Source: an optimization exercise on an open RTL-to-GDS flow (aim: small area and a short achievable clock period). Production flows keep margins and buffers that such runs may drop. Function not checked in this run: the RTL went through the layout flow alone.

File: design/flow/flow/run.sh
#!/bin/bash
# The standard layout (standard.sh), with these changes to how it is made:
# - synthesis runs flow/synth.tcl: the standard flow's synthesis script, with ABC mapping
#   the logic for delay (flow/abc_delay.script);
# - Yosys does not map full/half adders to the library's fa/ha cells
#   (ADDER_MAP_FILE empty), so ABC maps that logic too;
# - port buffers are sky130_fd_sc_hd__buf_1, the smallest buffer.
export MY_FLOW_DIR=$PWD/flow
bash standard.sh "SYNTH_SCRIPT=$PWD/flow/synth.tcl" "ADDER_MAP_FILE=" \
  "BUFFER_PORTS_ARGS=-buffer_cell sky130_fd_sc_hd__buf_1" finish > standard.log 2>&1
File: design/flow/flow/abc_delay.script
&get -n
&st
&dch
&nf -D 2000
&put
buffer -c
topo
stime -c
upsize -c -D 2000
dnsize -c -D 2000
File: design/flow/flow/synth.tcl
# The standard flow's synthesis script (synth_recipe.tcl, which runs ORFS's synth.tcl) with
# one change: ABC maps the combinational logic with flow/abc_delay.script, a
# delay-driven script, instead of ORFS's abc_speed.script.  Registers are
# mapped before ABC runs and are not changed by it.
proc abc {args} {
  set i [lsearch -exact $args -script]
  if {$i >= 0} {
    set args [lreplace $args [expr {$i + 1}] [expr {$i + 1}] $::env(MY_FLOW_DIR)/abc_delay.script]
  }
  puts "flow/synth.tcl: abc $args"
  yosys abc {*}$args
}
source $::env(MY_FLOW_DIR)/../synth_recipe.tcl
File: design/flow/standard.sh
#!/bin/bash
# synth_recipe.tcl (not shown) runs the flow's synth.tcl, then flattens the netlist and writes it again
# the make line also repeats each setting of config.mk as NAME=value (left out here)
make -C /OpenROAD-flow-scripts/flow DESIGN_CONFIG=/design/flow/config.mk WORK_HOME=/design/flow/orfs CLKGATE_MAP_FILE= SYNTH_SCRIPT=/design/flow/synth_recipe.tcl "${@:-finish}"
File: design/flow/config.mk
export PLATFORM = sky130hd
export DESIGN_NAME = multiply_accumulate
export DESIGN_NICKNAME = multiply_accumulate
export VERILOG_FILES = /design/flow/design.v
export SDC_FILE = /design/flow/constraint.sdc
export NUM_CORES = 4
export LEC_CHECK = 0
export CAP_MARGIN = 20
export CORE_MARGIN = 2
export CORE_UTILIZATION = 65
export CTS_BUF_LIST = sky130_fd_sc_hd__clkbuf_8
export CTS_CLUSTER_DIAMETER = 60
export CTS_CLUSTER_SIZE = 15
export SETUP_SLACK_MARGIN = 2.2
export SLEW_MARGIN = 20
export TNS_END_PERCENT = 0
File: design/flow/constraint.sdc
create_clock -name core_clock -period 4.5 [get_ports {clk}]
set_input_delay 0.9000 -clock core_clock [delete_from_list [all_inputs] [get_ports {clk}]]
set_output_delay 0.9000 -clock core_clock [all_outputs]
set_load 0.01 [all_outputs]
File: design/flow/design.v
module multiplier_int(clk, a, one, two, neg, b, p);
  input clk;
  input [15:0] a;
  input [7:0] one, two, neg;
  input [15:0] b;
  output [31:0] p;
  reg [15:0] a_r;
  reg [7:0] one_r, two_r, neg_r;
  wire pp0_0;
  wire pp0_1;
  wire pp0_2;
  wire pp0_3;
  wire pp0_4;
  wire pp0_5;
  wire pp0_6;
  wire pp0_7;
  wire pp0_8;
  wire pp0_9;
  wire pp0_10;
  wire pp0_11;
  wire pp0_12;
  wire pp0_13;
  wire pp0_14;
  wire pp0_15;
  wire pp0_16;
  wire pp1_0;
  wire pp1_1;
  wire pp1_2;
  wire pp1_3;
  wire pp1_4;
  wire pp1_5;
  wire pp1_6;
  wire pp1_7;
  wire pp1_8;
  wire pp1_9;
  wire pp1_10;
  wire pp1_11;
  wire pp1_12;
  wire pp1_13;
  wire pp1_14;
  wire pp1_15;
  wire pp1_16;
  wire pp2_0;
  wire pp2_1;
  wire pp2_2;
  wire pp2_3;
  wire pp2_4;
  wire pp2_5;
  wire pp2_6;
  wire pp2_7;
  wire pp2_8;
  wire pp2_9;
  wire pp2_10;
  wire pp2_11;
  wire pp2_12;
  wire pp2_13;
  wire pp2_14;
  wire pp2_15;
  wire pp2_16;
  wire pp3_0;
  wire pp3_1;
  wire pp3_2;
  wire pp3_3;
  wire pp3_4;
  wire pp3_5;
  wire pp3_6;
  wire pp3_7;
  wire pp3_8;
  wire pp3_9;
  wire pp3_10;
  wire pp3_11;
  wire pp3_12;
  wire pp3_13;
  wire pp3_14;
  wire pp3_15;
  wire pp3_16;
  wire pp4_0;
  wire pp4_1;
  wire pp4_2;
  wire pp4_3;
  wire pp4_4;
  wire pp4_5;
  wire pp4_6;
  wire pp4_7;
  wire pp4_8;
  wire pp4_9;
  wire pp4_10;
  wire pp4_11;
  wire pp4_12;
  wire pp4_13;
  wire pp4_14;
  wire pp4_15;
  wire pp4_16;
  wire pp5_0;
  wire pp5_1;
  wire pp5_2;
  wire pp5_3;
  wire pp5_4;
  wire pp5_5;
  wire pp5_6;
  wire pp5_7;
  wire pp5_8;
  wire pp5_9;
  wire pp5_10;
  wire pp5_11;
  wire pp5_12;
  wire pp5_13;
  wire pp5_14;
  wire pp5_15;
  wire pp5_16;
  wire pp6_0;
  wire pp6_1;
  wire pp6_2;
  wire pp6_3;
  wire pp6_4;
  wire pp6_5;
  wire pp6_6;
  wire pp6_7;
  wire pp6_8;
  wire pp6_9;
  wire pp6_10;
  wire pp6_11;
  wire pp6_12;
  wire pp6_13;
  wire pp6_14;
  wire pp6_15;
  wire pp6_16;
  wire pp7_0;
  wire pp7_1;
  wire pp7_2;
  wire pp7_3;
  wire pp7_4;
  wire pp7_5;
  wire pp7_6;
  wire pp7_7;
  wire pp7_8;
  wire pp7_9;
  wire pp7_10;
  wire pp7_11;
  wire pp7_12;
  wire pp7_13;
  wire pp7_14;
  wire pp7_15;
  wire pp7_16;
  wire s1;
  wire c2;
  wire s3;
  wire c4;
  wire s5;
  wire c6;
  wire s7;
  wire c8;
  wire s9;
  wire c10;
  wire s11;
  wire c12;
  wire s13;
  wire c14;
  wire s15;
  wire c16;
  wire s17;
  wire c18;
  wire s19;
  wire c20;
  wire s21;
  wire c22;
  wire s23;
  wire c24;
  wire s25;
  wire c26;
  wire s27;
  wire c28;
  wire s29;
  wire c30;
  wire s31;
  wire c32;
  wire s33;
  wire c34;
  wire s35;
  wire c36;
  wire s37;
  wire c38;
  wire s39;
  wire c40;
  wire s41;
  wire c42;
  wire s43;
  wire c44;
  wire s45;
  wire c46;
  wire s47;
  wire c48;
  wire s49;
  wire c50;
  wire s51;
  wire c52;
  wire s53;
  wire c54;
  wire s55;
  wire c56;
  wire s57;
  wire c58;
  wire s59;
  wire c60;
  wire s61;
  wire c62;
  wire s63;
  wire c64;
  wire s65;
  wire c66;
  wire s67;
  wire c68;
  wire s69;
  wire c70;
  wire s71;
  wire c72;
  wire s73;
  wire c74;
  wire s75;
  wire c76;
  wire s77;
  wire c78;
  wire s79;
  wire c80;
  wire s81;
  wire c82;
  wire s83;
  wire c84;
  wire s85;
  wire c86;
  wire s87;
  wire c88;
  wire s89;
  wire c90;
  wire s91;
  wire c92;
  wire s93;
  wire c94;
  wire s95;
  wire c96;
  wire s97;
  wire c98;
  wire s99;
  wire c100;
  wire s101;
  wire c102;
  wire s103;
  wire c104;
  wire s105;
  wire c106;
  wire s107;
  wire c108;
  wire s109;
  wire c110;
  wire s111;
  wire c112;
  wire s113;
  wire c114;
  wire s115;
  wire c116;
  wire s117;
  wire c118;
  wire s119;
  wire c120;
  wire s121;
  wire c122;
  wire s123;
  wire c124;
  wire s125;
  wire c126;
  wire s127;
  wire c128;
  wire s129;
  wire c130;
  wire s131;
  wire c132;
  wire s133;
  wire c134;
  wire s135;
  wire c136;
  wire s137;
  wire c138;
  wire s139;
  wire c140;
  wire s141;
  wire c142;
  wire s143;
  wire c144;
  wire s145;
  wire c146;
  wire s147;
  wire c148;
  wire s149;
  wire c150;
  wire s151;
  wire c152;
  wire s153;
  wire c154;
  wire s155;
  wire c156;
  wire s157;
  wire c158;
  wire s159;
  wire c160;
  wire s161;
  wire c162;
  wire s163;
  wire c164;
  wire s165;
  wire c166;
  wire s167;
  wire c168;
  wire s169;
  wire c170;
  wire s171;
  wire c172;
  wire s173;
  wire c174;
  wire s175;
  wire c176;
  wire s177;
  wire c178;
  wire s179;
  wire c180;
  wire s181;
  wire c182;
  wire s183;
  wire c184;
  wire s185;
  wire c186;
  wire s187;
  wire c188;
  wire s189;
  wire c190;
  wire s191;
  wire c192;
  wire s193;
  wire c194;
  wire s195;
  wire c196;
  wire s197;
  wire c198;
  wire s199;
  wire c200;
  wire s201;
  wire c202;
  wire s203;
  wire c204;
  wire s205;
  wire c206;
  wire s207;
  wire c208;
  wire s209;
  wire c210;
  wire s211;
  wire c212;
  wire s213;
  wire c214;
  wire s215;
  wire c216;
  wire s217;
  wire c218;
  wire s219;
  wire c220;
  wire s221;
  wire c222;
  wire s223;
  wire c224;
  reg t1_0_0;
  reg t1_0_1;
  reg t1_1_0;
  reg t1_2_0;
  reg t1_3_0;
  reg t1_3_1;
  reg t1_3_2;
  reg t1_4_0;
  reg t1_4_1;
  reg t1_4_2;
  reg t1_5_0;
  reg t1_5_1;
  reg t1_5_2;
  reg t1_6_0;
  reg t1_6_1;
  reg t1_6_2;
  reg t1_7_0;
  reg t1_7_1;
  reg t1_7_2;
  reg t1_8_0;
  reg t1_8_1;
  reg t1_8_2;
  reg t1_9_0;
  reg t1_9_1;
  reg t1_9_2;
  reg t1_10_0;
  reg t1_10_1;
  reg t1_10_2;
  reg t1_11_0;
  reg t1_11_1;
  reg t1_11_2;
  reg t1_12_0;
  reg t1_12_1;
  reg t1_12_2;
  reg t1_13_0;
  reg t1_13_1;
  reg t1_13_2;
  reg t1_14_0;
  reg t1_14_1;
  reg t1_14_2;
  reg t1_15_0;
  reg t1_15_1;
  reg t1_15_2;
  reg t1_16_0;
  reg t1_16_1;
  reg t1_16_2;
  reg t1_17_0;
  reg t1_17_1;
  reg t1_17_2;
  reg t1_18_0;
  reg t1_18_1;
  reg t1_18_2;
  reg t1_19_0;
  reg t1_19_1;
  reg t1_19_2;
  reg t1_20_0;
  reg t1_20_1;
  reg t1_20_2;
  reg t1_21_0;
  reg t1_21_1;
  reg t1_21_2;
  reg t1_22_0;
  reg t1_22_1;
  reg t1_22_2;
  reg t1_23_0;
  reg t1_24_0;
  reg t1_24_1;
  reg t1_25_0;
  reg t1_25_1;
  reg t1_26_0;
  reg t1_26_1;
  reg t1_27_0;
  reg t1_27_1;
  reg t1_28_0;
  reg t1_28_1;
  reg t1_29_0;
  reg t1_30_0;
  reg t1_30_1;
  always @(posedge clk) begin
    a_r <= a;
    one_r <= one; two_r <= two; neg_r <= neg;
    t1_0_0 <= neg_r[0];
    t1_0_1 <= pp0_0;
    t1_1_0 <= pp0_1;
    t1_2_0 <= s169;
    t1_3_0 <= pp0_3;
    t1_3_1 <= pp1_1;
    t1_3_2 <= c170;
    t1_4_0 <= pp1_2;
    t1_4_1 <= pp2_0;
    t1_4_2 <= s121;
    t1_5_0 <= pp2_1;
    t1_5_1 <= c122;
    t1_5_2 <= s123;
    t1_6_0 <= c124;
    t1_6_1 <= s49;
    t1_6_2 <= s125;
    t1_7_0 <= s51;
    t1_7_1 <= c126;
    t1_7_2 <= s127;
    t1_8_0 <= s53;
    t1_8_1 <= c128;
    t1_8_2 <= s129;
    t1_9_0 <= s57;
    t1_9_1 <= c130;
    t1_9_2 <= s131;
    t1_10_0 <= c132;
    t1_10_1 <= s63;
    t1_10_2 <= s133;
    t1_11_0 <= s67;
    t1_11_1 <= c134;
    t1_11_2 <= s135;
    t1_12_0 <= s71;
    t1_12_1 <= c136;
    t1_12_2 <= s137;
    t1_13_0 <= s75;
    t1_13_1 <= c138;
    t1_13_2 <= s139;
    t1_14_0 <= s79;
    t1_14_1 <= c140;
    t1_14_2 <= s141;
    t1_15_0 <= s83;
    t1_15_1 <= c142;
    t1_15_2 <= s143;
    t1_16_0 <= s87;
    t1_16_1 <= c144;
    t1_16_2 <= s145;
    t1_17_0 <= s91;
    t1_17_1 <= c146;
    t1_17_2 <= s147;
    t1_18_0 <= s95;
    t1_18_1 <= c148;
    t1_18_2 <= s149;
    t1_19_0 <= s99;
    t1_19_1 <= c150;
    t1_19_2 <= s151;
    t1_20_0 <= s103;
    t1_20_1 <= c152;
    t1_20_2 <= s153;
    t1_21_0 <= s107;
    t1_21_1 <= c154;
    t1_21_2 <= s155;
    t1_22_0 <= c108;
    t1_22_1 <= s157;
    t1_22_2 <= c156;
    t1_23_0 <= s171;
    t1_24_0 <= s173;
    t1_24_1 <= c172;
    t1_25_0 <= c174;
    t1_25_1 <= s175;
    t1_26_0 <= s177;
    t1_26_1 <= c176;
    t1_27_0 <= s179;
    t1_27_1 <= c178;
    t1_28_0 <= s181;
    t1_28_1 <= c180;
    t1_29_0 <= s183;
    t1_30_0 <= pp7_16;
    t1_30_1 <= c184;
  end
  assign pp0_0 = (one_r[0] & a_r[0]) ^ neg_r[0];
  assign pp0_1 = ((one_r[0] & a_r[1]) | (two_r[0] & a_r[0])) ^ neg_r[0];
  assign pp0_2 = ((one_r[0] & a_r[2]) | (two_r[0] & a_r[1])) ^ neg_r[0];
  assign pp0_3 = ((one_r[0] & a_r[3]) | (two_r[0] & a_r[2])) ^ neg_r[0];
  assign pp0_4 = ((one_r[0] & a_r[4]) | (two_r[0] & a_r[3])) ^ neg_r[0];
  assign pp0_5 = ((one_r[0] & a_r[5]) | (two_r[0] & a_r[4])) ^ neg_r[0];
  assign pp0_6 = ((one_r[0] & a_r[6]) | (two_r[0] & a_r[5])) ^ neg_r[0];
  assign pp0_7 = ((one_r[0] & a_r[7]) | (two_r[0] & a_r[6])) ^ neg_r[0];
  assign pp0_8 = ((one_r[0] & a_r[8]) | (two_r[0] & a_r[7])) ^ neg_r[0];
  assign pp0_9 = ((one_r[0] & a_r[9]) | (two_r[0] & a_r[8])) ^ neg_r[0];
  assign pp0_10 = ((one_r[0] & a_r[10]) | (two_r[0] & a_r[9])) ^ neg_r[0];
  assign pp0_11 = ((one_r[0] & a_r[11]) | (two_r[0] & a_r[10])) ^ neg_r[0];
  assign pp0_12 = ((one_r[0] & a_r[12]) | (two_r[0] & a_r[11])) ^ neg_r[0];
  assign pp0_13 = ((one_r[0] & a_r[13]) | (two_r[0] & a_r[12])) ^ neg_r[0];
  assign pp0_14 = ((one_r[0] & a_r[14]) | (two_r[0] & a_r[13])) ^ neg_r[0];
  assign pp0_15 = ((one_r[0] & a_r[15]) | (two_r[0] & a_r[14])) ^ neg_r[0];
  assign pp0_16 = ~(((one_r[0] & a_r[15]) | (two_r[0] & a_r[15])) ^ neg_r[0]);
  assign pp1_0 = (one_r[1] & a_r[0]) ^ neg_r[1];
  assign pp1_1 = ((one_r[1] & a_r[1]) | (two_r[1] & a_r[0])) ^ neg_r[1];
  assign pp1_2 = ((one_r[1] & a_r[2]) | (two_r[1] & a_r[1])) ^ neg_r[1];
  assign pp1_3 = ((one_r[1] & a_r[3]) | (two_r[1] & a_r[2])) ^ neg_r[1];
  assign pp1_4 = ((one_r[1] & a_r[4]) | (two_r[1] & a_r[3])) ^ neg_r[1];
  assign pp1_5 = ((one_r[1] & a_r[5]) | (two_r[1] & a_r[4])) ^ neg_r[1];
  assign pp1_6 = ((one_r[1] & a_r[6]) | (two_r[1] & a_r[5])) ^ neg_r[1];
  assign pp1_7 = ((one_r[1] & a_r[7]) | (two_r[1] & a_r[6])) ^ neg_r[1];
  assign pp1_8 = ((one_r[1] & a_r[8]) | (two_r[1] & a_r[7])) ^ neg_r[1];
  assign pp1_9 = ((one_r[1] & a_r[9]) | (two_r[1] & a_r[8])) ^ neg_r[1];
  assign pp1_10 = ((one_r[1] & a_r[10]) | (two_r[1] & a_r[9])) ^ neg_r[1];
  assign pp1_11 = ((one_r[1] & a_r[11]) | (two_r[1] & a_r[10])) ^ neg_r[1];
  assign pp1_12 = ((one_r[1] & a_r[12]) | (two_r[1] & a_r[11])) ^ neg_r[1];
  assign pp1_13 = ((one_r[1] & a_r[13]) | (two_r[1] & a_r[12])) ^ neg_r[1];
  assign pp1_14 = ((one_r[1] & a_r[14]) | (two_r[1] & a_r[13])) ^ neg_r[1];
  assign pp1_15 = ((one_r[1] & a_r[15]) | (two_r[1] & a_r[14])) ^ neg_r[1];
  assign pp1_16 = ~(((one_r[1] & a_r[15]) | (two_r[1] & a_r[15])) ^ neg_r[1]);
  assign pp2_0 = (one_r[2] & a_r[0]) ^ neg_r[2];
  assign pp2_1 = ((one_r[2] & a_r[1]) | (two_r[2] & a_r[0])) ^ neg_r[2];
  assign pp2_2 = ((one_r[2] & a_r[2]) | (two_r[2] & a_r[1])) ^ neg_r[2];
  assign pp2_3 = ((one_r[2] & a_r[3]) | (two_r[2] & a_r[2])) ^ neg_r[2];
  assign pp2_4 = ((one_r[2] & a_r[4]) | (two_r[2] & a_r[3])) ^ neg_r[2];
  assign pp2_5 = ((one_r[2] & a_r[5]) | (two_r[2] & a_r[4])) ^ neg_r[2];
  assign pp2_6 = ((one_r[2] & a_r[6]) | (two_r[2] & a_r[5])) ^ neg_r[2];
  assign pp2_7 = ((one_r[2] & a_r[7]) | (two_r[2] & a_r[6])) ^ neg_r[2];
  assign pp2_8 = ((one_r[2] & a_r[8]) | (two_r[2] & a_r[7])) ^ neg_r[2];
  assign pp2_9 = ((one_r[2] & a_r[9]) | (two_r[2] & a_r[8])) ^ neg_r[2];
  assign pp2_10 = ((one_r[2] & a_r[10]) | (two_r[2] & a_r[9])) ^ neg_r[2];
  assign pp2_11 = ((one_r[2] & a_r[11]) | (two_r[2] & a_r[10])) ^ neg_r[2];
  assign pp2_12 = ((one_r[2] & a_r[12]) | (two_r[2] & a_r[11])) ^ neg_r[2];
  assign pp2_13 = ((one_r[2] & a_r[13]) | (two_r[2] & a_r[12])) ^ neg_r[2];
  assign pp2_14 = ((one_r[2] & a_r[14]) | (two_r[2] & a_r[13])) ^ neg_r[2];
  assign pp2_15 = ((one_r[2] & a_r[15]) | (two_r[2] & a_r[14])) ^ neg_r[2];
  assign pp2_16 = ~(((one_r[2] & a_r[15]) | (two_r[2] & a_r[15])) ^ neg_r[2]);
  assign pp3_0 = (one_r[3] & a_r[0]) ^ neg_r[3];
  assign pp3_1 = ((one_r[3] & a_r[1]) | (two_r[3] & a_r[0])) ^ neg_r[3];
  assign pp3_2 = ((one_r[3] & a_r[2]) | (two_r[3] & a_r[1])) ^ neg_r[3];
  assign pp3_3 = ((one_r[3] & a_r[3]) | (two_r[3] & a_r[2])) ^ neg_r[3];
  assign pp3_4 = ((one_r[3] & a_r[4]) | (two_r[3] & a_r[3])) ^ neg_r[3];
  assign pp3_5 = ((one_r[3] & a_r[5]) | (two_r[3] & a_r[4])) ^ neg_r[3];
  assign pp3_6 = ((one_r[3] & a_r[6]) | (two_r[3] & a_r[5])) ^ neg_r[3];
  assign pp3_7 = ((one_r[3] & a_r[7]) | (two_r[3] & a_r[6])) ^ neg_r[3];
  assign pp3_8 = ((one_r[3] & a_r[8]) | (two_r[3] & a_r[7])) ^ neg_r[3];
  assign pp3_9 = ((one_r[3] & a_r[9]) | (two_r[3] & a_r[8])) ^ neg_r[3];
  assign pp3_10 = ((one_r[3] & a_r[10]) | (two_r[3] & a_r[9])) ^ neg_r[3];
  assign pp3_11 = ((one_r[3] & a_r[11]) | (two_r[3] & a_r[10])) ^ neg_r[3];
  assign pp3_12 = ((one_r[3] & a_r[12]) | (two_r[3] & a_r[11])) ^ neg_r[3];
  assign pp3_13 = ((one_r[3] & a_r[13]) | (two_r[3] & a_r[12])) ^ neg_r[3];
  assign pp3_14 = ((one_r[3] & a_r[14]) | (two_r[3] & a_r[13])) ^ neg_r[3];
  assign pp3_15 = ((one_r[3] & a_r[15]) | (two_r[3] & a_r[14])) ^ neg_r[3];
  assign pp3_16 = ~(((one_r[3] & a_r[15]) | (two_r[3] & a_r[15])) ^ neg_r[3]);
  assign pp4_0 = (one_r[4] & a_r[0]) ^ neg_r[4];
  assign pp4_1 = ((one_r[4] & a_r[1]) | (two_r[4] & a_r[0])) ^ neg_r[4];
  assign pp4_2 = ((one_r[4] & a_r[2]) | (two_r[4] & a_r[1])) ^ neg_r[4];
  assign pp4_3 = ((one_r[4] & a_r[3]) | (two_r[4] & a_r[2])) ^ neg_r[4];
  assign pp4_4 = ((one_r[4] & a_r[4]) | (two_r[4] & a_r[3])) ^ neg_r[4];
  assign pp4_5 = ((one_r[4] & a_r[5]) | (two_r[4] & a_r[4])) ^ neg_r[4];
  assign pp4_6 = ((one_r[4] & a_r[6]) | (two_r[4] & a_r[5])) ^ neg_r[4];
  assign pp4_7 = ((one_r[4] & a_r[7]) | (two_r[4] & a_r[6])) ^ neg_r[4];
  assign pp4_8 = ((one_r[4] & a_r[8]) | (two_r[4] & a_r[7])) ^ neg_r[4];
  assign pp4_9 = ((one_r[4] & a_r[9]) | (two_r[4] & a_r[8])) ^ neg_r[4];
  assign pp4_10 = ((one_r[4] & a_r[10]) | (two_r[4] & a_r[9])) ^ neg_r[4];
  assign pp4_11 = ((one_r[4] & a_r[11]) | (two_r[4] & a_r[10])) ^ neg_r[4];
  assign pp4_12 = ((one_r[4] & a_r[12]) | (two_r[4] & a_r[11])) ^ neg_r[4];
  assign pp4_13 = ((one_r[4] & a_r[13]) | (two_r[4] & a_r[12])) ^ neg_r[4];
  assign pp4_14 = ((one_r[4] & a_r[14]) | (two_r[4] & a_r[13])) ^ neg_r[4];
  assign pp4_15 = ((one_r[4] & a_r[15]) | (two_r[4] & a_r[14])) ^ neg_r[4];
  assign pp4_16 = ~(((one_r[4] & a_r[15]) | (two_r[4] & a_r[15])) ^ neg_r[4]);
  assign pp5_0 = (one_r[5] & a_r[0]) ^ neg_r[5];
  assign pp5_1 = ((one_r[5] & a_r[1]) | (two_r[5] & a_r[0])) ^ neg_r[5];
  assign pp5_2 = ((one_r[5] & a_r[2]) | (two_r[5] & a_r[1])) ^ neg_r[5];
  assign pp5_3 = ((one_r[5] & a_r[3]) | (two_r[5] & a_r[2])) ^ neg_r[5];
  assign pp5_4 = ((one_r[5] & a_r[4]) | (two_r[5] & a_r[3])) ^ neg_r[5];
  assign pp5_5 = ((one_r[5] & a_r[5]) | (two_r[5] & a_r[4])) ^ neg_r[5];
  assign pp5_6 = ((one_r[5] & a_r[6]) | (two_r[5] & a_r[5])) ^ neg_r[5];
  assign pp5_7 = ((one_r[5] & a_r[7]) | (two_r[5] & a_r[6])) ^ neg_r[5];
  assign pp5_8 = ((one_r[5] & a_r[8]) | (two_r[5] & a_r[7])) ^ neg_r[5];
  assign pp5_9 = ((one_r[5] & a_r[9]) | (two_r[5] & a_r[8])) ^ neg_r[5];
  assign pp5_10 = ((one_r[5] & a_r[10]) | (two_r[5] & a_r[9])) ^ neg_r[5];
  assign pp5_11 = ((one_r[5] & a_r[11]) | (two_r[5] & a_r[10])) ^ neg_r[5];
  assign pp5_12 = ((one_r[5] & a_r[12]) | (two_r[5] & a_r[11])) ^ neg_r[5];
  assign pp5_13 = ((one_r[5] & a_r[13]) | (two_r[5] & a_r[12])) ^ neg_r[5];
  assign pp5_14 = ((one_r[5] & a_r[14]) | (two_r[5] & a_r[13])) ^ neg_r[5];
  assign pp5_15 = ((one_r[5] & a_r[15]) | (two_r[5] & a_r[14])) ^ neg_r[5];
  assign pp5_16 = ~(((one_r[5] & a_r[15]) | (two_r[5] & a_r[15])) ^ neg_r[5]);
  assign pp6_0 = (one_r[6] & a_r[0]) ^ neg_r[6];
  assign pp6_1 = ((one_r[6] & a_r[1]) | (two_r[6] & a_r[0])) ^ neg_r[6];
  assign pp6_2 = ((one_r[6] & a_r[2]) | (two_r[6] & a_r[1])) ^ neg_r[6];
  assign pp6_3 = ((one_r[6] & a_r[3]) | (two_r[6] & a_r[2])) ^ neg_r[6];
  assign pp6_4 = ((one_r[6] & a_r[4]) | (two_r[6] & a_r[3])) ^ neg_r[6];
  assign pp6_5 = ((one_r[6] & a_r[5]) | (two_r[6] & a_r[4])) ^ neg_r[6];
  assign pp6_6 = ((one_r[6] & a_r[6]) | (two_r[6] & a_r[5])) ^ neg_r[6];
  assign pp6_7 = ((one_r[6] & a_r[7]) | (two_r[6] & a_r[6])) ^ neg_r[6];
  assign pp6_8 = ((one_r[6] & a_r[8]) | (two_r[6] & a_r[7])) ^ neg_r[6];
  assign pp6_9 = ((one_r[6] & a_r[9]) | (two_r[6] & a_r[8])) ^ neg_r[6];
  assign pp6_10 = ((one_r[6] & a_r[10]) | (two_r[6] & a_r[9])) ^ neg_r[6];
  assign pp6_11 = ((one_r[6] & a_r[11]) | (two_r[6] & a_r[10])) ^ neg_r[6];
  assign pp6_12 = ((one_r[6] & a_r[12]) | (two_r[6] & a_r[11])) ^ neg_r[6];
  assign pp6_13 = ((one_r[6] & a_r[13]) | (two_r[6] & a_r[12])) ^ neg_r[6];
  assign pp6_14 = ((one_r[6] & a_r[14]) | (two_r[6] & a_r[13])) ^ neg_r[6];
  assign pp6_15 = ((one_r[6] & a_r[15]) | (two_r[6] & a_r[14])) ^ neg_r[6];
  assign pp6_16 = ~(((one_r[6] & a_r[15]) | (two_r[6] & a_r[15])) ^ neg_r[6]);
  assign pp7_0 = (one_r[7] & a_r[0]) ^ neg_r[7];
  assign pp7_1 = ((one_r[7] & a_r[1]) | (two_r[7] & a_r[0])) ^ neg_r[7];
  assign pp7_2 = ((one_r[7] & a_r[2]) | (two_r[7] & a_r[1])) ^ neg_r[7];
  assign pp7_3 = ((one_r[7] & a_r[3]) | (two_r[7] & a_r[2])) ^ neg_r[7];
  assign pp7_4 = ((one_r[7] & a_r[4]) | (two_r[7] & a_r[3])) ^ neg_r[7];
  assign pp7_5 = ((one_r[7] & a_r[5]) | (two_r[7] & a_r[4])) ^ neg_r[7];
  assign pp7_6 = ((one_r[7] & a_r[6]) | (two_r[7] & a_r[5])) ^ neg_r[7];
  assign pp7_7 = ((one_r[7] & a_r[7]) | (two_r[7] & a_r[6])) ^ neg_r[7];
  assign pp7_8 = ((one_r[7] & a_r[8]) | (two_r[7] & a_r[7])) ^ neg_r[7];
  assign pp7_9 = ((one_r[7] & a_r[9]) | (two_r[7] & a_r[8])) ^ neg_r[7];
  assign pp7_10 = ((one_r[7] & a_r[10]) | (two_r[7] & a_r[9])) ^ neg_r[7];
  assign pp7_11 = ((one_r[7] & a_r[11]) | (two_r[7] & a_r[10])) ^ neg_r[7];
  assign pp7_12 = ((one_r[7] & a_r[12]) | (two_r[7] & a_r[11])) ^ neg_r[7];
  assign pp7_13 = ((one_r[7] & a_r[13]) | (two_r[7] & a_r[12])) ^ neg_r[7];
  assign pp7_14 = ((one_r[7] & a_r[14]) | (two_r[7] & a_r[13])) ^ neg_r[7];
  assign pp7_15 = ((one_r[7] & a_r[15]) | (two_r[7] & a_r[14])) ^ neg_r[7];
  assign pp7_16 = ~(((one_r[7] & a_r[15]) | (two_r[7] & a_r[15])) ^ neg_r[7]);
  assign s1 = neg_r[5] ^ pp0_10;
  assign c2 = neg_r[5] & pp0_10;
  assign s3 = pp0_11 ^ pp1_9;
  assign c4 = pp0_11 & pp1_9;
  assign s5 = neg_r[6] ^ pp0_12 ^ pp1_10;
  assign c6 = (neg_r[6] & pp0_12) | (neg_r[6] & pp1_10) | (pp0_12 & pp1_10);
  assign s7 = pp2_8 ^ pp3_6;
  assign c8 = pp2_8 & pp3_6;
  assign s9 = pp0_13 ^ pp1_11 ^ pp2_9;
  assign c10 = (pp0_13 & pp1_11) | (pp0_13 & pp2_9) | (pp1_11 & pp2_9);
  assign s11 = pp3_7 ^ pp4_5;
  assign c12 = pp3_7 & pp4_5;
  assign s13 = neg_r[7] ^ pp0_14 ^ pp1_12;
  assign c14 = (neg_r[7] & pp0_14) | (neg_r[7] & pp1_12) | (pp0_14 & pp1_12);
  assign s15 = pp2_10 ^ pp3_8 ^ pp4_6;
  assign c16 = (pp2_10 & pp3_8) | (pp2_10 & pp4_6) | (pp3_8 & pp4_6);
  assign s17 = pp5_4 ^ pp6_2;
  assign c18 = pp5_4 & pp6_2;
  assign s19 = pp0_15 ^ pp1_13 ^ pp2_11;
  assign c20 = (pp0_15 & pp1_13) | (pp0_15 & pp2_11) | (pp1_13 & pp2_11);
  assign s21 = pp3_9 ^ pp4_7 ^ pp5_5;
  assign c22 = (pp3_9 & pp4_7) | (pp3_9 & pp5_5) | (pp4_7 & pp5_5);
  assign s23 = pp6_3 ^ pp7_1;
  assign c24 = pp6_3 & pp7_1;
  assign s25 = 1'b1 ^ pp0_16 ^ pp1_14;
  assign c26 = (1'b1 & pp0_16) | (1'b1 & pp1_14) | (pp0_16 & pp1_14);
  assign s27 = pp2_12 ^ pp3_10 ^ pp4_8;
  assign c28 = (pp2_12 & pp3_10) | (pp2_12 & pp4_8) | (pp3_10 & pp4_8);
  assign s29 = pp5_6 ^ pp6_4 ^ pp7_2;
  assign c30 = (pp5_6 & pp6_4) | (pp5_6 & pp7_2) | (pp6_4 & pp7_2);
  assign s31 = 1'b1 ^ pp1_15 ^ pp2_13;
  assign c32 = (1'b1 & pp1_15) | (1'b1 & pp2_13) | (pp1_15 & pp2_13);
  assign s33 = pp3_11 ^ pp4_9 ^ pp5_7;
  assign c34 = (pp3_11 & pp4_9) | (pp3_11 & pp5_7) | (pp4_9 & pp5_7);
  assign s35 = pp6_5 ^ pp7_3;
  assign c36 = pp6_5 & pp7_3;
  assign s37 = pp1_16 ^ pp2_14 ^ pp3_12;
  assign c38 = (pp1_16 & pp2_14) | (pp1_16 & pp3_12) | (pp2_14 & pp3_12);
  assign s39 = pp4_10 ^ pp5_8 ^ pp6_6;
  assign c40 = (pp4_10 & pp5_8) | (pp4_10 & pp6_6) | (pp5_8 & pp6_6);
  assign s41 = 1'b1 ^ pp2_15 ^ pp3_13;
  assign c42 = (1'b1 & pp2_15) | (1'b1 & pp3_13) | (pp2_15 & pp3_13);
  assign s43 = pp4_11 ^ pp5_9;
  assign c44 = pp4_11 & pp5_9;
  assign s45 = pp2_16 ^ pp3_14 ^ pp4_12;
  assign c46 = (pp2_16 & pp3_14) | (pp2_16 & pp4_12) | (pp3_14 & pp4_12);
  assign s47 = 1'b1 ^ pp3_15;
  assign c48 = 1'b1 & pp3_15;
  assign s49 = neg_r[3] ^ pp0_6;
  assign c50 = neg_r[3] & pp0_6;
  assign s51 = pp0_7 ^ pp1_5;
  assign c52 = pp0_7 & pp1_5;
  assign s53 = neg_r[4] ^ pp0_8 ^ pp1_6;
  assign c54 = (neg_r[4] & pp0_8) | (neg_r[4] & pp1_6) | (pp0_8 & pp1_6);
  assign s55 = pp2_4 ^ pp3_2;
  assign c56 = pp2_4 & pp3_2;
  assign s57 = pp0_9 ^ pp1_7 ^ pp2_5;
  assign c58 = (pp0_9 & pp1_7) | (pp0_9 & pp2_5) | (pp1_7 & pp2_5);
  assign s59 = pp3_3 ^ pp4_1;
  assign c60 = pp3_3 & pp4_1;
  assign s61 = pp1_8 ^ pp2_6 ^ pp3_4;
  assign c62 = (pp1_8 & pp2_6) | (pp1_8 & pp3_4) | (pp2_6 & pp3_4);
  assign s63 = pp4_2 ^ pp5_0 ^ s1;
  assign c64 = (pp4_2 & pp5_0) | (pp4_2 & s1) | (pp5_0 & s1);
  assign s65 = pp2_7 ^ pp3_5 ^ pp4_3;
  assign c66 = (pp2_7 & pp3_5) | (pp2_7 & pp4_3) | (pp3_5 & pp4_3);
  assign s67 = pp5_1 ^ c2 ^ s3;
  assign c68 = (pp5_1 & c2) | (pp5_1 & s3) | (c2 & s3);
  assign s69 = pp4_4 ^ pp5_2 ^ pp6_0;
  assign c70 = (pp4_4 & pp5_2) | (pp4_4 & pp6_0) | (pp5_2 & pp6_0);
  assign s71 = c4 ^ s7 ^ s5;
  assign c72 = (c4 & s7) | (c4 & s5) | (s7 & s5);
  assign s73 = pp5_3 ^ pp6_1 ^ c8;
  assign c74 = (pp5_3 & pp6_1) | (pp5_3 & c8) | (pp6_1 & c8);
  assign s75 = s11 ^ c6 ^ s9;
  assign c76 = (s11 & c6) | (s11 & s9) | (c6 & s9);
  assign s77 = pp7_0 ^ c12 ^ s17;
  assign c78 = (pp7_0 & c12) | (pp7_0 & s17) | (c12 & s17);
  assign s79 = c10 ^ s13 ^ s15;
  assign c80 = (c10 & s13) | (c10 & s15) | (s13 & s15);
  assign s81 = c18 ^ s23 ^ c14;
  assign c82 = (c18 & s23) | (c18 & c14) | (s23 & c14);
  assign s83 = c16 ^ s19 ^ s21;
  assign c84 = (c16 & s19) | (c16 & s21) | (s19 & s21);
  assign s85 = c24 ^ c20 ^ c22;
  assign c86 = (c24 & c20) | (c24 & c22) | (c20 & c22);
  assign s87 = s25 ^ s27 ^ s29;
  assign c88 = (s25 & s27) | (s25 & s29) | (s27 & s29);
  assign s89 = s35 ^ c26 ^ c28;
  assign c90 = (s35 & c26) | (s35 & c28) | (c26 & c28);
  assign s91 = c30 ^ s31 ^ s33;
  assign c92 = (c30 & s31) | (c30 & s33) | (s31 & s33);
  assign s93 = pp7_4 ^ c36 ^ c32;
  assign c94 = (pp7_4 & c36) | (pp7_4 & c32) | (c36 & c32);
  assign s95 = c34 ^ s37 ^ s39;
  assign c96 = (c34 & s37) | (c34 & s39) | (s37 & s39);
  assign s97 = pp6_7 ^ pp7_5 ^ s43;
  assign c98 = (pp6_7 & pp7_5) | (pp6_7 & s43) | (pp7_5 & s43);
  assign s99 = c38 ^ c40 ^ s41;
  assign c100 = (c38 & c40) | (c38 & s41) | (c40 & s41);
  assign s101 = pp5_10 ^ pp6_8 ^ pp7_6;
  assign c102 = (pp5_10 & pp6_8) | (pp5_10 & pp7_6) | (pp6_8 & pp7_6);
  assign s103 = c44 ^ c42 ^ s45;
  assign c104 = (c44 & c42) | (c44 & s45) | (c42 & s45);
  assign s105 = pp4_13 ^ pp5_11 ^ pp6_9;
  assign c106 = (pp4_13 & pp5_11) | (pp4_13 & pp6_9) | (pp5_11 & pp6_9);
  assign s107 = pp7_7 ^ s47 ^ c46;
  assign c108 = (pp7_7 & s47) | (pp7_7 & c46) | (s47 & c46);
  assign s109 = pp3_16 ^ pp4_14 ^ pp5_12;
  assign c110 = (pp3_16 & pp4_14) | (pp3_16 & pp5_12) | (pp4_14 & pp5_12);
  assign s111 = pp6_10 ^ pp7_8 ^ c48;
  assign c112 = (pp6_10 & pp7_8) | (pp6_10 & c48) | (pp7_8 & c48);
  assign s113 = 1'b1 ^ pp4_15 ^ pp5_13;
  assign c114 = (1'b1 & pp4_15) | (1'b1 & pp5_13) | (pp4_15 & pp5_13);
  assign s115 = pp6_11 ^ pp7_9;
  assign c116 = pp6_11 & pp7_9;
  assign s117 = pp4_16 ^ pp5_14 ^ pp6_12;
  assign c118 = (pp4_16 & pp5_14) | (pp4_16 & pp6_12) | (pp5_14 & pp6_12);
  assign s119 = 1'b1 ^ pp5_15;
  assign c120 = 1'b1 & pp5_15;
  assign s121 = neg_r[2] ^ pp0_4;
  assign c122 = neg_r[2] & pp0_4;
  assign s123 = pp0_5 ^ pp1_3;
  assign c124 = pp0_5 & pp1_3;
  assign s125 = pp1_4 ^ pp2_2 ^ pp3_0;
  assign c126 = (pp1_4 & pp2_2) | (pp1_4 & pp3_0) | (pp2_2 & pp3_0);
  assign s127 = pp2_3 ^ pp3_1 ^ c50;
  assign c128 = (pp2_3 & pp3_1) | (pp2_3 & c50) | (pp3_1 & c50);
  assign s129 = pp4_0 ^ c52 ^ s55;
  assign c130 = (pp4_0 & c52) | (pp4_0 & s55) | (c52 & s55);
  assign s131 = c56 ^ s59 ^ c54;
  assign c132 = (c56 & s59) | (c56 & c54) | (s59 & c54);
  assign s133 = c60 ^ c58 ^ s61;
  assign c134 = (c60 & c58) | (c60 & s61) | (c58 & s61);
  assign s135 = c62 ^ s65 ^ c64;
  assign c136 = (c62 & s65) | (c62 & c64) | (s65 & c64);
  assign s137 = c66 ^ s69 ^ c68;
  assign c138 = (c66 & s69) | (c66 & c68) | (s69 & c68);
  assign s139 = c70 ^ s73 ^ c72;
  assign c140 = (c70 & s73) | (c70 & c72) | (s73 & c72);
  assign s141 = c74 ^ s77 ^ c76;
  assign c142 = (c74 & s77) | (c74 & c76) | (s77 & c76);
  assign s143 = c78 ^ c80 ^ s81;
  assign c144 = (c78 & c80) | (c78 & s81) | (c80 & s81);
  assign s145 = c82 ^ c84 ^ s85;
  assign c146 = (c82 & c84) | (c82 & s85) | (c84 & s85);
  assign s147 = c86 ^ c88 ^ s89;
  assign c148 = (c86 & c88) | (c86 & s89) | (c88 & s89);
  assign s149 = c90 ^ c92 ^ s93;
  assign c150 = (c90 & c92) | (c90 & s93) | (c92 & s93);
  assign s151 = c94 ^ s97 ^ c96;
  assign c152 = (c94 & s97) | (c94 & c96) | (s97 & c96);
  assign s153 = s101 ^ c98 ^ c100;
  assign c154 = (s101 & c98) | (s101 & c100) | (c98 & c100);
  assign s155 = c102 ^ s105 ^ c104;
  assign c156 = (c102 & s105) | (c102 & c104) | (s105 & c104);
  assign s157 = c106 ^ s109 ^ s111;
  assign c158 = (c106 & s109) | (c106 & s111) | (s109 & s111);
  assign s159 = s115 ^ c110 ^ s113;
  assign c160 = (s115 & c110) | (s115 & s113) | (c110 & s113);
  assign s161 = pp7_10 ^ c116 ^ c114;
  assign c162 = (pp7_10 & c116) | (pp7_10 & c114) | (c116 & c114);
  assign s163 = pp6_13 ^ pp7_11 ^ s119;
  assign c164 = (pp6_13 & pp7_11) | (pp6_13 & s119) | (pp7_11 & s119);
  assign s165 = pp5_16 ^ pp6_14 ^ pp7_12;
  assign c166 = (pp5_16 & pp6_14) | (pp5_16 & pp7_12) | (pp6_14 & pp7_12);
  assign s167 = 1'b1 ^ pp6_15;
  assign c168 = 1'b1 & pp6_15;
  assign s169 = neg_r[1] ^ pp0_2 ^ pp1_0;
  assign c170 = (neg_r[1] & pp0_2) | (neg_r[1] & pp1_0) | (pp0_2 & pp1_0);
  assign s171 = c112 ^ s159 ^ c158;
  assign c172 = (c112 & s159) | (c112 & c158) | (s159 & c158);
  assign s173 = s117 ^ c160 ^ s161;
  assign c174 = (s117 & c160) | (s117 & s161) | (c160 & s161);
  assign s175 = c118 ^ c162 ^ s163;
  assign c176 = (c118 & c162) | (c118 & s163) | (c162 & s163);
  assign s177 = c120 ^ s165 ^ c164;
  assign c178 = (c120 & s165) | (c120 & c164) | (s165 & c164);
  assign s179 = pp7_13 ^ s167 ^ c166;
  assign c180 = (pp7_13 & s167) | (pp7_13 & c166) | (s167 & c166);
  assign s181 = pp6_16 ^ pp7_14 ^ c168;
  assign c182 = (pp6_16 & pp7_14) | (pp6_16 & c168) | (pp7_14 & c168);
  assign s183 = 1'b1 ^ pp7_15 ^ c182;
  assign c184 = (1'b1 & pp7_15) | (1'b1 & c182) | (pp7_15 & c182);
  assign s185 = t1_3_0 ^ t1_3_1;
  assign c186 = t1_3_0 & t1_3_1;
  assign s187 = t1_4_0 ^ t1_4_1 ^ t1_4_2;
  assign c188 = (t1_4_0 & t1_4_1) | (t1_4_0 & t1_4_2) | (t1_4_1 & t1_4_2);
  assign s189 = t1_5_0 ^ t1_5_1 ^ t1_5_2;
  assign c190 = (t1_5_0 & t1_5_1) | (t1_5_0 & t1_5_2) | (t1_5_1 & t1_5_2);
  assign s191 = t1_6_0 ^ t1_6_1 ^ t1_6_2;
  assign c192 = (t1_6_0 & t1_6_1) | (t1_6_0 & t1_6_2) | (t1_6_1 & t1_6_2);
  assign s193 = t1_7_0 ^ t1_7_1 ^ t1_7_2;
  assign c194 = (t1_7_0 & t1_7_1) | (t1_7_0 & t1_7_2) | (t1_7_1 & t1_7_2);
  assign s195 = t1_8_0 ^ t1_8_1 ^ t1_8_2;
  assign c196 = (t1_8_0 & t1_8_1) | (t1_8_0 & t1_8_2) | (t1_8_1 & t1_8_2);
  assign s197 = t1_9_0 ^ t1_9_1 ^ t1_9_2;
  assign c198 = (t1_9_0 & t1_9_1) | (t1_9_0 & t1_9_2) | (t1_9_1 & t1_9_2);
  assign s199 = t1_10_0 ^ t1_10_1 ^ t1_10_2;
  assign c200 = (t1_10_0 & t1_10_1) | (t1_10_0 & t1_10_2) | (t1_10_1 & t1_10_2);
  assign s201 = t1_11_0 ^ t1_11_1 ^ t1_11_2;
  assign c202 = (t1_11_0 & t1_11_1) | (t1_11_0 & t1_11_2) | (t1_11_1 & t1_11_2);
  assign s203 = t1_12_0 ^ t1_12_1 ^ t1_12_2;
  assign c204 = (t1_12_0 & t1_12_1) | (t1_12_0 & t1_12_2) | (t1_12_1 & t1_12_2);
  assign s205 = t1_13_0 ^ t1_13_1 ^ t1_13_2;
  assign c206 = (t1_13_0 & t1_13_1) | (t1_13_0 & t1_13_2) | (t1_13_1 & t1_13_2);
  assign s207 = t1_14_0 ^ t1_14_1 ^ t1_14_2;
  assign c208 = (t1_14_0 & t1_14_1) | (t1_14_0 & t1_14_2) | (t1_14_1 & t1_14_2);
  assign s209 = t1_15_0 ^ t1_15_1 ^ t1_15_2;
  assign c210 = (t1_15_0 & t1_15_1) | (t1_15_0 & t1_15_2) | (t1_15_1 & t1_15_2);
  assign s211 = t1_16_0 ^ t1_16_1 ^ t1_16_2;
  assign c212 = (t1_16_0 & t1_16_1) | (t1_16_0 & t1_16_2) | (t1_16_1 & t1_16_2);
  assign s213 = t1_17_0 ^ t1_17_1 ^ t1_17_2;
  assign c214 = (t1_17_0 & t1_17_1) | (t1_17_0 & t1_17_2) | (t1_17_1 & t1_17_2);
  assign s215 = t1_18_0 ^ t1_18_1 ^ t1_18_2;
  assign c216 = (t1_18_0 & t1_18_1) | (t1_18_0 & t1_18_2) | (t1_18_1 & t1_18_2);
  assign s217 = t1_19_0 ^ t1_19_1 ^ t1_19_2;
  assign c218 = (t1_19_0 & t1_19_1) | (t1_19_0 & t1_19_2) | (t1_19_1 & t1_19_2);
  assign s219 = t1_20_0 ^ t1_20_1 ^ t1_20_2;
  assign c220 = (t1_20_0 & t1_20_1) | (t1_20_0 & t1_20_2) | (t1_20_1 & t1_20_2);
  assign s221 = t1_21_0 ^ t1_21_1 ^ t1_21_2;
  assign c222 = (t1_21_0 & t1_21_1) | (t1_21_0 & t1_21_2) | (t1_21_1 & t1_21_2);
  assign s223 = t1_22_0 ^ t1_22_1 ^ t1_22_2;
  assign c224 = (t1_22_0 & t1_22_1) | (t1_22_0 & t1_22_2) | (t1_22_1 & t1_22_2);
  wire [31:0] rowA = {1'b1, t1_30_0, t1_29_0, t1_28_0, t1_27_0, t1_26_0, t1_25_0, t1_24_0, t1_23_0, s223, s221, s219, s217, s215, s213, s211, s209, s207, s205, s203, s201, s199, s197, s195, s193, s191, s189, s187, s185, t1_2_0, t1_1_0, t1_0_0};
  wire [31:0] rowB = {1'b0, t1_30_1, 1'b0, t1_28_1, t1_27_1, t1_26_1, t1_25_1, t1_24_1, c224, c222, c220, c218, c216, c214, c212, c210, c208, c206, c204, c202, c200, c198, c196, c194, c192, c190, c188, c186, t1_3_2, 1'b0, 1'b0, t1_0_1};
  assign p = rowA + rowB;
endmodule
module multiply_accumulate(
  clk,
  aresetn,
  reset,
  data,
  multi,
  result,
  overflow
);
  parameter I_OPP_W = 16;
  parameter O_OPP_W = 2 * I_OPP_W;
  input clk;
  input aresetn;
  input reset;
  input [I_OPP_W - 1:0] data;
  input [I_OPP_W - 1:0] multi;
  output reg [O_OPP_W - 1:0] result;
  output reg overflow;
  wire [16:0] bx = {multi, 1'b0};
  wire [7:0] one, two, neg;
  genvar g;
  generate for (g = 0; g < 8; g = g + 1) begin : enc
    assign one[g] = bx[2*g+1] ^ bx[2*g];
    assign two[g] = (bx[2*g+2] & ~bx[2*g+1] & ~bx[2*g]) | (~bx[2*g+2] & bx[2*g+1] & bx[2*g]);
    assign neg[g] = bx[2*g+2];
  end endgenerate
  wire [31:0] prod;
  multiplier_int u0(.clk(clk), .a(data), .one(one), .two(two), .neg(neg), .b(multi), .p(prod));
  localparam ND = 15;
  reg [30:0] pd [0:ND-2];
  integer i;
  always @(posedge clk) begin
    pd[0] <= prod[30:0];
    for (i = 1; i < ND - 1; i = i + 1)
      pd[i] <= pd[i-1];
  end
  wire [30:0] pp = pd[ND-2];
  wire [31:0] pfull = {pp[30] & (|pp[29:0]), pp};
  reg [4:0] cnt;
  reg [31:0] q;
  always @(posedge clk, negedge aresetn) begin
    if (aresetn == 0) begin
      cnt <= 0;
      q <= 0;
    end else begin
      if (cnt != 5'd16)
        cnt <= cnt + 5'd1;
      q <= (cnt == 5'd16) ? pfull : 32'd0;
    end
  end
  always @(posedge clk, negedge aresetn) begin
    if (aresetn == 0) begin
      result <= 0;
      overflow <= 0;
    end else if (reset == 1) begin
      result <= 0;
      overflow <= 0;
    end else begin
      result <= result + q;
      overflow <= result[O_OPP_W - 1] ^ q[31];
    end
  end
endmodule
==> out/metrics.yaml <==
detailed_routing:
  drt-wirelength-per-cell_um: 18.7
  drt_wl_total_um: 48000
  drtAntennaViolNets: 0
  vias: 14700
  viasPerCell: 5.71
  drt-pass1-iter-count: 5
  drt_iter0_drc: 872
  drc: 0
place:
  placed_cell_area_um2: 22700
  dp.cells: 2457
  io_buffers: 67
  dp_hpwl_um: 31300
  gp_congestion: 0.916
cells_and_area:
  area_growth_pct: 11.9
  fillers: 2357
  multi_input_area_um2: 9830
  final_cells: 2570
  layout.nets: 2134
  drive_gt1_share_pct: 13.0
  regArea_um2: 12900
  n_antenna_cell: 0
  design_area_um2: 24800
grt:
  grt.overflow.total: 0
  met1_usage_pct: 28.8
  use_met2_pct: 45.9
  grt_max_degree: 37
  grt_pass1_wl_um: 72200
  busiest_layer: "met2"
  met3_usage_pct: 3.97
  track_usage_pct: 25.5
  antenna_found_initial: 0
  grt_pass1_vias: 14400
clocking:
  cts_buffers: 52
  ctsRootBufferMaster: "clkbuf_8"
  cts.sinks: 622
  htreeDepth: 2
  clk_latency_ps: 690
  clk_pin_slew_worst_paths_ps: 110
  tritoncts: "built"
  clockBufferDepth: 3
sta:
  rsz0062_at_grt: "true"
  final_max_slew_viol_count: 0
  period_share_pct: 57.9
  tightest_slew_ps: 830
  max_slew_margin_pct: 44.7
  setup_tns_ps: 0
  whs_ps: 305
  finalCriticalPeriod_ps: 2600
  fin_skew_ps: 43.6
  hold_viol: 0
  setup_violations: 0
  fmax_mhz: 384
worst_setup_path:
  path_buf_inv: 0
  startpoint: "u0.t1_11_1"
  critPathArrivalTime_ps: 3140
  cpMaxStageDelayCell: "xor3_1"
  crit_fanout: 3
  reg2reg_from: "u0.t1_11_1"
  crit_family: "XOR/XNOR gates"
  path_cells: "xor3_1 -> xnor2_2 -> o21ai_1 -> a2bb2oi_2 -> o21ai_0 -> a211oi_1 -> xnor2_1"
  rrSetupSlack_ps: 1900
  r2r_cells: 7
  crit_cells: 7
  critical_path_class: "reg -> reg"
  start_kind: "flip-flop"
  cp-end-kind: "flip-flop"
  cp.required_ps: 5040
  cpPeakStageDelay_ps: 530
  endpoint: "pd[0][26]"
  rr_endpoint: "pd[0][26]"
logic_synthesis:
  synth_top_area_cell: "dfxtp_1"
  synth_seq_cells: 622
  synth_cells: 2020
  ys_async_sr_fraction_pct: 11.3
  ys_top_cells_by_count: "552 x dfxtp_1, 291 x xnor2_1, 172 x nor2_1"
  ys_seq_area_share_pct: 57.8
  ys_types: 51
  ys.flop_type: "dfxtp_1"
  syn_nets: 2055
  yosys.area.top_type_share_pct: 49.9
  syn_avg_cell_area_um2: 11.0
  yosysMostFrequentCell: "dfxtp_1"
  synth_area_um2: 22100
  ys_top_cells_by_area: "dfxtp_1 50%, xnor2_1 12%, dfrtp_1 7.9%"
  yosys_warnings: 3
  synth_edf_count: 0
job:
  max_cap_violations: 0
status:
  outcome: "complete, no violations"
hold_path:
  hold_class: "in -> async"
floorplan:
  pin_count: 68
  coreArea_um2: 33500
  start_util_pct: 66.0
  die-area_um2: 35500
  die_x_um: 189
  die_h_um: 189
  num_rows: 67
## per-stage QoR
stage          setup slack [ps]  utilization, %
2_1_floorplan              2240               -
3_3_place_gp               1760            67.6
3_5_place_dp               1730            67.6
4_1_cts                    2130            71.9
5_1_grt                    1830            73.9
6_report                   1900            73.9
## area by class of cell
cell class                 count  area share, %
sequential                   622           51.9
multi-input combinational   1309           39.7
clock buffer                  54           3.00
timing repair buffer         107           2.30
tap                          448           2.26
clock inverter                23          0.727
inverter                       7          0.106
## worst min path at each step
stage                     startpoint    endpoint  slack, ps  depth (start not counted)
after CTS                    aresetn   result[2]        280                          1
after global placement     pd[9][29]  pd[10][29]        310                          0
after global routing        data[13]  u0.a_r[13]        280                          1
final                        aresetn   result[1]        310                          1
after detailed placement    pd[9][7]   pd[10][7]        310                          0
after floorplan             pd[9][0]   pd[10][0]        310                          0
## sequential cells by signal, summed over array words and instances, names as in the netlist, 5 cells and up
signal and flops:
pd 434, q 32, result 32, u0.a_r 16
u0.neg_r 8, u0.one_r 8, u0.two_r 8, cnt 5
## worst register-to-register path, stage by stage (launching register included)
cell and delay (ps):
dfxtp_1 380, xor3_1 530, xnor2_2 360, o21ai_1 240, a2bb2oi_2 280, o21ai_0 170, a211oi_1 350, xnor2_1 150
## cell usage in the layout, fill, tap and decap left out, drive strengths merged, types with 2 or more instances in the layout
master and n:
xnor2 294, buf 106, o21a 14, a2111oi 6, nor2b 17, clkinv 2
a21o 3, and3 6, dfxtp 552, a31oi 8, or2 2, nand3 15
nand4 12, and2 40, dfrtp 70, nand2 153, maj3 57, a31o 2
o21ai 93, o221ai 3, a21oi 98, nor4 26, a2bb2oi 3, clkbuf 55
nor3 14, a41o 2, nor2 172, a211oi 9, o211ai 9, o2111ai 3
xor2 89, inv 27, xor3 20, a311oi 3, o31ai 3, a22oi 125
o22ai 2
## repair_timing
item                       in CTS  in global routing
setup endpoints to repair      61                 51
gates resized for setup       106                 99
hold buffers                    0                  0
pin swaps                      16                 38
setup buffers                  14                 22
## cell families after synthesis
kind of cell             Yosys count  synth area share [%]
adder cells (fa/ha/maj)           57                  2.58
XOR/XNOR                         403                  17.4
flip-flops                       622                  57.8
AO/OA/AOI/OAI                    390                  11.4
AND/OR/NAND/NOR                  458                  9.11
multiplexers                       1                0.0509
buffers and inverters             89                  1.59
## per-layer routing
layer | part of all wire, % | vias up | wire length, µm
met4 | 4.8 | 0 | 2320
met1 | 38 | 6949 | 18400
met2 | 52 | 536 | 24800
met5 | 0 | - | 0
li1 | - | 7014 | -
met3 | 5.3 | 175 | 2530

port drivers added, routing unchanged:
How much do the figures lean on ideal ports? The routed layout below was timed once more, with nothing changed but the port constraints.
Step 1 assumes that a clkbuf_16 drives the clock port and a buf_2 every other input.
Step 2 moves the port delays by t, midway between the first and last clock arrival at a register: inputs arrive t later, outputs are due t later. That takes back most of the time a late clock gives input paths.
Slacks: ideal / step 1 / step 2; pairs: ideal / step 1.
t, ns: 0.720
setup slack, ns: 1.895 / 1.895 / 1.895
pins driven straight from the clock port: 1
After both steps this run still meets setup and hold. For this run, drivers alone change the setup slack by 0.000 ns; drivers and shift together by 0.000 ns.
